This is an optimization exercise on Yosys and OpenROAD, whose aim is small area, not a production implementation.
In this exercise RTL edits were held to simulation tests only and were not proved equivalent to the original.
Power and IR drop assume default switching activity.

// my_fifo
module my_fifo #(
                   parameter DATA_W           = 128      ,         
                   parameter DEPTH            = 5      ,         
                   parameter UPP_TH           = 4      ,         
                   parameter LOW_TH           = 2                
                )
                (
                   input                   clk         ,         
                   input                   rstn        ,         
                   input                   i_wren      ,         
                   input  [DATA_W - 1 : 0] i_wrdata    ,         
                   output                  o_alm_full  ,         
                   output                  o_full      ,         
                   input                   i_rden      ,         
                   output [DATA_W - 1 : 0] o_rddata    ,         
                   output                  o_alm_empty ,         
                   output                  o_empty               
                );
==> flow/config.mk <==
export PLATFORM = sky130hd
export DESIGN_NAME = my_fifo
export DESIGN_NICKNAME = my_fifo
export VERILOG_FILES = /design/flow/design.v
export SDC_FILE = /design/flow/constraint.sdc
export NUM_CORES = 4
export LEC_CHECK = 0
export CAP_MARGIN = 20
export CORE_MARGIN = 2
export CORE_UTILIZATION = 75
export SLEW_MARGIN = 20
export SYNTH_HIERARCHICAL = 1
==> flow/constraint.sdc <==
create_clock -name core_clock -period 5.0 [get_ports {clk}]
set_input_delay 1.0000 -clock core_clock [delete_from_list [all_inputs] [get_ports {clk}]]
set_output_delay 1.0000 -clock core_clock [all_outputs]
set_load 0.01 [all_outputs]
standard.sh (not shown) runs the stock make flow with config.mk's settings and CLKGATE_MAP_FILE= SYNTH_SCRIPT=/design/flow/synth_recipe.tcl, a recipe that flattens the netlist after the stock synthesis.
==> flow/flow/run.sh <==
#!/bin/bash
# Standard ORFS layout with two changes that only save cell area:
#  - port buffers use the smallest buffer (buf_1) instead of the flow's default pick;
#  - CTS uses clkbuf_8 in clusters of up to 16 registers and no dummy loads.
set -euo pipefail
cd "$(dirname "$0")/.."
export BUFFER_PORTS_ARGS="-buffer_cell sky130_fd_sc_hd__buf_1"
export CTS_ARGS="-sink_clustering_enable -repair_clock_nets -dont_use_dummy_load -sink_clustering_size 16 -sink_clustering_max_diameter 60 -buf_list sky130_fd_sc_hd__clkbuf_8"
bash standard.sh finish > standard_flow.log 2>&1
Next try:
==> flow/flow/run.sh (replaced) <==
#!/bin/bash
# Standard ORFS layout with two changes that only save cell area:
#  - port buffers use the smallest buffer (buf_1) instead of the flow's default pick;
#  - CTS uses clkbuf_4 in clusters of up to 11 registers and no dummy loads.
set -euo pipefail
cd "$(dirname "$0")/.."
export BUFFER_PORTS_ARGS="-buffer_cell sky130_fd_sc_hd__buf_1"
export CTS_ARGS="-sink_clustering_enable -repair_clock_nets -dont_use_dummy_load -sink_clustering_size 11 -sink_clustering_max_diameter 60 -buf_list sky130_fd_sc_hd__clkbuf_4"
bash standard.sh finish > standard_flow.log 2>&1
Settings changed: PLACE_DENSITY set to 0.9.
Result: The changed run completed without violations; routed wire length went up by 4.0%; final cell count went up by 1.2%; setup slack loses 0.056 ns; flip-flop and latch count does not change; register-to-register slack loses 0.18 ns; critical path depth went down by 1; synthesized cell count is unchanged; clock-buffer cell count went up by 22; final area went down by 0.69%; area after synthesis is unchanged.

* * *

my_fifo, a different RTL version from the one above (not shown whole).
For scale: ~1200 cells after synthesis, ~650 flip-flops, roughly 23000 um2 of cells after synthesis.
export LEC_CHECK = 0
export CAP_MARGIN = 20
export CORE_MARGIN = 2
export CORE_UTILIZATION = 40
export SLEW_MARGIN = 20
create_clock -name core_clock -period 5.0 [get_ports {clk}]
==> flow/flow/run.sh <==
#!/bin/bash
# Standard ORFS layout with two changes that only save cell area:
#  - port buffers use the smallest buffer (buf_1) instead of the flow's default pick;
#  - CTS uses clkbuf_8 in clusters of up to 16 registers and no dummy loads.
set -euo pipefail
cd "$(dirname "$0")/.."
export BUFFER_PORTS_ARGS="-buffer_cell sky130_fd_sc_hd__buf_1"
export CTS_ARGS="-sink_clustering_enable -repair_clock_nets -dont_use_dummy_load -sink_clustering_size 16 -sink_clustering_max_diameter 60 -buf_list sky130_fd_sc_hd__clkbuf_8"
bash standard.sh finish > standard_flow.log 2>&1
Edit:
==> flow/run.sh (new file) <==
#!/bin/bash
# synth_recipe.tcl (not shown) runs the flow's synth.tcl, then flattens the netlist and writes it again
# the make line also repeats each setting of config.mk as NAME=value (left out here)
make -C /OpenROAD-flow-scripts/flow DESIGN_CONFIG=/design/flow/config.mk WORK_HOME=/design/flow/orfs CLKGATE_MAP_FILE= SYNTH_SCRIPT=/design/flow/synth_recipe.tcl finish
removed: flow/flow/run.sh
removed: flow/standard.sh
Count of clock-buffer cells in the layout goes up by 37.
Non-clock buffer count rises by 1.
First-iteration DRC count came out higher by 2.6%.
Power rose by 27%.
Routed wire length goes up by 5.8%.
Fmax shrinks by 9.3%.
Global-route usage is higher by 1.0 points.
Via count went up by 2.4%.
Cell area increases by 12%.
Synthesized area stays the same.
Utilization climbs by 5.4 points.

## afterwards: timing with drivers on the ports
Ports are ideal in the flow. The routed layouts listed here were re-timed in OpenROAD.
Step 1 sets driving cells, clkbuf_16 on the clock port and buf_2 on the other inputs (assumed; they add their load-dependent delay and slew).
Step 2 times the ports against the registers' clock, not the clock port: input delays grow and output delays shrink by t, the midpoint of the rising clock arrivals with the driver on.
a / b / c = no drivers / after step 1 / after step 2; a / b = the first two.
| run | t (ns) | setup WS [ns] | slew at the worst register clock pin (ns) | worst slew at a driven data input, ns |
|---|---|---|---|---|
| the first run of note 1 | 0.617 | 2.404 / 2.431 / 1.814 | 0.10 / 0.10 | 0.09 |
| the second run of note 1 | 0.714 | 2.348 / 2.348 / 1.812 | 0.12 / 0.12 | 0.09 |
| the first run of note 2 | 0.682 | 1.382 / 1.329 / 1.898 | 0.10 / 0.10 | 0.09 |
| the second run of note 2 | 0.641 | 1.012 / 0.955 / 1.530 | 0.06 / 0.06 | 0.12 |
After both steps every run listed still meets setup and hold. For the first run of note 1, which loses most, drivers alone change the setup slack by +0.027 ns; drivers and shift together by -0.590 ns.
